What follows belongs to an exercise in optimizing a design on an open flow for small area, a short achievable clock period and few clock cycles per item; a production flow would make more cautious choices. Only simulation tests tie the RTL to the original design; equivalence was not proved.

## flow/constraint.sdc

```tcl
create_clock -name core_clock -period 5.0 [get_ports {div_clk}]
set_input_delay 1.0000 -clock core_clock [delete_from_list [all_inputs] [get_ports {div_clk}]]
set_output_delay 1.0000 -clock core_clock [all_outputs]
set_load 0.01 [all_outputs]
```

## flow/design.v

```verilog
`timescale 1ns / 1ps
module div_iter (
  input div_clk,
  input resetn,
  input div,
  input div_signed,
  input [31:0] x,
  input [31:0] y,
  output [31:0] s,
  output [31:0] r,
  output reg complete
  );
  localparam IDLE = 2'd0, ALIGN = 2'd1, ITER = 2'd2, FIX = 2'd3;
  reg [1:0]  st;
  reg [31:0] R;
  reg [31:0] Q;
  reg [32:0] D;
  reg [5:0]  xl;
  reg [5:0]  yl;
  reg [4:0]  cnt;
  wire xneg = div_signed & x[31];
  wire yneg = div_signed & y[31];
  wire sneg = xneg ^ yneg;
  wire [31:0] x_abs = xneg ? (~x + 32'd1) : x;
  wire [31:0] y_abs = yneg ? (~y + 32'd1) : y;
  wire [31:0] x_c   = xneg ? ~x : x;
  wire [31:0] y_c   = yneg ? ~y : y;
  function [5:0] blen;
    input [31:0] v;
    integer i;
    begin
      blen = 6'd0;
      for (i = 0; i < 32; i = i + 1)
        if (v[i]) blen = i + 1;
    end
  endfunction
  wire [5:0] xl_in = blen(x_c) + {5'd0, xneg};
  wire [5:0] yl_in = blen(y_c) | {5'd0, yneg & ~|y_c};
  wire [6:0] kdiff = {1'b0, xl} - {1'b0, yl};
  wire       q_zero = kdiff[6];
  wire       y_zero = (yl == 6'd0) & ~yneg;
  wire [4:0] k = kdiff[4:0];
  wire [33:0] t = {2'b00, R} - {1'b0, D};
  wire        qbit = ~t[33];
  wire [31:0] r_neg = ~R + 32'd1;
  wire [31:0] q_neg = ~Q + 32'd1;
  always @(posedge div_clk) begin
    if (!resetn) begin
      st       <= IDLE;
      complete <= 1'b0;
    end else begin
      complete <= 1'b0;
      case (st)
        IDLE: begin
          if (div) begin
            R  <= x_abs;
            D  <= {1'b0, y_abs};
            xl <= xl_in;
            yl <= yl_in;
            st <= ALIGN;
          end
        end
        ALIGN: begin
          Q   <= 32'd0;
          cnt <= k;
          if (y_zero) begin
            R        <= x;
            Q        <= sneg ? 32'd1 : 32'hffffffff;
            complete <= 1'b1;
            st       <= IDLE;
          end else if (q_zero) begin
            R        <= x;
            complete <= 1'b1;
            st       <= IDLE;
          end else begin
            D  <= D << k;
            st <= ITER;
          end
        end
        ITER: begin
          if (qbit) R <= t[31:0];
          Q   <= {Q[30:0], qbit};
          D   <= D >> 1;
          cnt <= cnt - 5'd1;
          if (cnt == 5'd0) begin
            if (xneg | sneg) st <= FIX;
            else begin
              complete <= 1'b1;
              st       <= IDLE;
            end
          end
        end
        FIX: begin
          if (xneg) R <= r_neg;
          if (sneg) Q <= q_neg;
          complete <= 1'b1;
          st       <= IDLE;
        end
      endcase
    end
  end
  assign s = Q;
  assign r = R;
endmodule
```

## flow/run.sh

```bash
#!/bin/bash
# synth_recipe.tcl (not shown) runs the flow's synth.tcl, then flattens the netlist and writes it again
# the make line also repeats each setting of config.mk as NAME=value (left out here)
make -C /OpenROAD-flow-scripts/flow DESIGN_CONFIG=/design/flow/config.mk WORK_HOME=/design/flow/orfs CLKGATE_MAP_FILE= SYNTH_SCRIPT=/design/flow/synth_recipe.tcl finish
```

## flow/config.mk

```make
export PLATFORM = sky130hd
export DESIGN_NAME = div_iter
export DESIGN_NICKNAME = div_iter
export VERILOG_FILES = /design/flow/design.v
export SDC_FILE = /design/flow/constraint.sdc
export NUM_CORES = 4
export LEC_CHECK = 0
export CAP_MARGIN = 20
export CORE_MARGIN = 2
export CORE_UTILIZATION = 40
export SLEW_MARGIN = 20
```

==> impl_metrics.env <==
export IMPL_status="finished clean"
export IMPL_use_met3_pct=3.18
export IMPL_worst_setup_path_end_kind="register"
export IMPL_drt_total_wl_um=40500
export IMPL_antenna_left=0
export IMPL_die_area_sq_mm=0.0335
export IMPL_cts_tree="done"
export IMPL_top_usage_layer="met2"
export IMPL_areaGrowthSynthToFinish_pct=17.5
export IMPL_gp_congestion=0.931
export IMPL_rsz0062_at_grt="no"
export IMPL_vias_per_cell=6.11
export IMPL_vias=12800
export IMPL_cts_buffer_depth=2
export IMPL_overflow=0
export IMPL_fin_crit_sh_pct=82.7
export IMPL_met2_usage_pct=40.3
export IMPL_path_class="reg2reg"
export IMPL_synth_compound_area_share_pct=26.6
export IMPL_htreeDepth=4
export IMPL_hp_class="reg2reg"
export IMPL_antenna_found_initial=0
export IMPL_nFillCells=3122
export IMPL_register_area_sq_mm=0.00348
export IMPL_min_from="st[0]"
export IMPL_synthCells=1625
export IMPL_slew_viol_final=0
export IMPL_synth_area_sq_mm=0.0128
export IMPL_ctsHoldBuffers=0
export IMPL_diodes=0
export IMPL_syn_num_nets=1745
export IMPL_grt_pass1_vias=11900
export IMPL_worstSkewPairLatency_ps=440
export IMPL_dr_pass1_iters=6
export IMPL_seq_area_frac_synth_pct=27.1
export IMPL_ios=133
export IMPL_drv_cap=0
export IMPL_io_buffers=132
export IMPL_crit_start="R[0]"
export IMPL_start_util_pct=40.7
export IMPL_finalHoldViolCount=0
export IMPL_ctsResizeCount=0
export IMPL_worstPathArrival_ps=4420
export IMPL_power_w=0.00550
export IMPL_die_w_um=183
export IMPL_gr_usage_all_layers_pct=23.8
export IMPL_grt_max_degree=88
export IMPL_worst_ep_required_time_ps=5280
export IMPL_synth_async_sr_flop_share_pct=0
export IMPL_r2r_start="R[0]"
export IMPL_relSlewSlack_pct=35.2
export IMPL_synth_fa_ha_area_share_pct=5.19
export IMPL_synth_seq_cells=117
export IMPL_route_detailed_drc=0
export IMPL_synth_distinct_cells=73
export IMPL_setup_viol=0
export IMPL_ys_warn_count=1
export IMPL_finClkSkew_ps=17.1
export IMPL_num_rows=65
export IMPL_syn_avg_cell_area_sq_um=7.90
export IMPL_synthFlopType="edfxtp_1"
export IMPL_synth_xor_area_share_pct=9.62
export IMPL_muxShareOfSynthArea_pct=5.23
export IMPL_vdd_drop_max_mv=0.297
export IMPL_clock_root_buffer="clkbuf_16"
export IMPL_grt_use_met1_pct=32.2
export IMPL_synth_top_family_by_area="compound AO/OA/AOI/OAI gates"
export IMPL_cts_made_buffers=17
export IMPL_synth_edff_count=114
export IMPL_drive_above_1_share_pct=6.28
export IMPL_max_freq_mhz=242
export IMPL_worst_pin_slew_ps=971
export IMPL_drt_iter0_markers=1035
export IMPL_pwr_density_cell_mw_per_mm2=365
export IMPL_dp_hpwl_um=30100
export IMPL_cts_sinks=117
export IMPL_clkTransAtPathRegs_ps=70
export IMPL_fp_dieH_um=183
export IMPL_fin_tns_setup_ps=0
export IMPL_power_leakage_nw=5.56
export IMPL_startpoint_type="register"
export IMPL_nets=1796
export IMPL_multi_input_area_sq_mm=0.00862
export IMPL_critPathMaxFanout=5
export IMPL_synthSimpleGateAreaFrac_pct=19.8
export IMPL_detail_route_wl_per_cell_um=19.4
export IMPL_grt_pass1_wl_um=64100
export IMPL_cts_setup_buffers=0
export IMPL_core_area_sq_mm=0.0316
export IMPL_period_minus_slack_ps=4140
-- registers in the layout, indices dropped and copies added, names as in the netlist --
name / count
yl: 6
Q: 32
xl: 6
R: 32
st: 2
D: 33
complete: 1
cnt: 5
-- worst max-delay path, cell delays in order, from the launching register on --
cell and delay [ps]:
edfxtp_1 440, inv_1 120, ha_1 180, inv_1 60
fa_1 390, a21o_1 200, a21oi_1 210, o21ai_0 110
a21oi_1 330, o21ai_0 230, a221oi_1 450, o21ai_0 310
a2111oi_0 470, a41o_1 140, o21ai_0 140, a22oi_1 220
-- cells in the mapped netlist, types with 8 or more instances --
cell type / count / share of area, %
nand2_1: 161 / 4.7
a21oi_1: 146 / 5.7
nor2_1: 140 / 4.1
o21ai_0: 118 / 4.6
clkbuf_1: 116 / 3.4
edfxtp_1: 114 / 27
xnor2_1: 98 / 6.7
inv_1: 88 / 2.6
ha_1: 50 / 4.9
nand3_1: 44 / 1.7
xor2_1: 43 / 2.9
nor3_1: 42 / 1.6
a221o_1: 36 / 2.8
mux2i_1: 30 / 2.3
a221oi_1: 27 / 1.8
a21o_1: 22 / 1.3
nor4_1: 22 / 1.1
a22oi_1: 21 / 1.2
a31oi_1: 19 / 0.93
or3_1: 19 / 0.93
and3_1: 17 / 0.83
nand2b_1: 16 / 0.78
mux4_2: 15 / 2.6
o22ai_1: 15 / 0.73
a211oi_1: 13 / 0.76
o31ai_1: 13 / 0.76
buf_1: 12 / 0.35
o21a_1: 12 / 0.70
nor2b_1: 11 / 0.54
a222oi_1: 9 / 0.70
o41ai_1: 9 / 0.61
or4_1: 9 / 0.53
a21boi_0: 8 / 0.47
nand4_1: 8 / 0.39
-- through the flow --
step / setup slack (ps) / utilization (%) / cell area, sq um / hold WS, ps / std cells
after floorplan: 358 / - / 12800 / 527 / 1625
after global placement: 721 / 45.9 / 14500 / 561 / 2059
after detailed placement: 703 / 45.9 / 14500 / 588 / 2059
after CTS: 875 / 47.8 / 15100 / 603 / 2091
after global routing: 424 / 47.8 / 15100 / 639 / 2091
final: 864 / 47.8 / 15100 / 609 / 2091
-- metal layers --
layer	vias up	wire length, um
met5	-	0
met4	0	689
met3	41	2060
met2	415	19500
met1	6155	18200
li1	6160	-
-- report_power, final --
group	switching [W]	total, W	internal [W]
sequential	0.000222	0.00154	0.00132
clock	0.000495	0.00128	0.000786
combinational	0.00158	0.00268	0.00110
total	0.00230	0.00550	0.00321
-- kinds of logic (layout without fill, tap and decap cells) --
group                      count (synthesis)  count (layout)
muxes                                     48              48
xor gates and xnor gates                 141             141
DFF                                      117             117
and+or+nand+nor                          529             529
buffers and inverters                    219             283
AOI/OAI and AO/OA                        519             519
adders and majority gates                 52              52
-- cell usage in the layout, fill, tap and decap left out, types with 36 or more instances in the layout --
cell type        count
a221o_1             36
xnor2_1             95
nand3_1             44
nor3_1              42
nor2_1             139
clkdlybuf4s50_1    132
o21ai_0            118
a21oi_1            145
inv_1               88
xor2_1              42
nand2_1            161
edfxtp_1           114
ha_1                46
-- worst paths after layout --
check	cells after the start	end	slack (ps)
hold / removal	1	st[0]	610
setup reg to reg	15	R[24]	860
setup / recovery	15	R[24]	860
hold reg to reg	1	st[0]	610
-- final cells by class --
| cell class | count | share of cell area [%] |
|---|---|---|
| Sequential cell | 117 | 23.1 |
| Clock inverter | 11 | 1.01 |
| Multi-Input combinational cell | 1289 | 57.2 |
| Clock buffer | 21 | 2.92 |
| Tap cell | 402 | 3.34 |
| Timing Repair Buffer | 162 | 10.3 |
| Inverter | 89 | 2.22 |
Testbench counts, summed over its fixed seeds: cycles 40,093, divs 4,800.

## port drivers added, routing unchanged
In the flow no input, the clock included, has a driving cell. The finished layout below was timed again as built, in two steps. Step 1: set_driving_cell puts a clkbuf_16 on div_clk and a buf_2 on each other input, an assumption about the parent block. Step 2 moves the port delays by t, midway between the first and last clock arrival at a register: inputs arrive t later, outputs are due t later. That takes back most of the time a late clock gives input paths. Three values: ideal ports, drivers, drivers and shift; two values: the first two.
t (ns): 0.483
setup WS [ns]: 0.864 / 0.864 / 0.543
worst setup path after step 2: input to register
slew at the worst register clock pin (ns): 0.07 / 0.07
worst slew at a driven data input, ns: 0.05
After both steps setup and hold are still met in this run. The setup slack of this run moves by 0.000 ns with the drivers and by -0.321 ns with both steps.
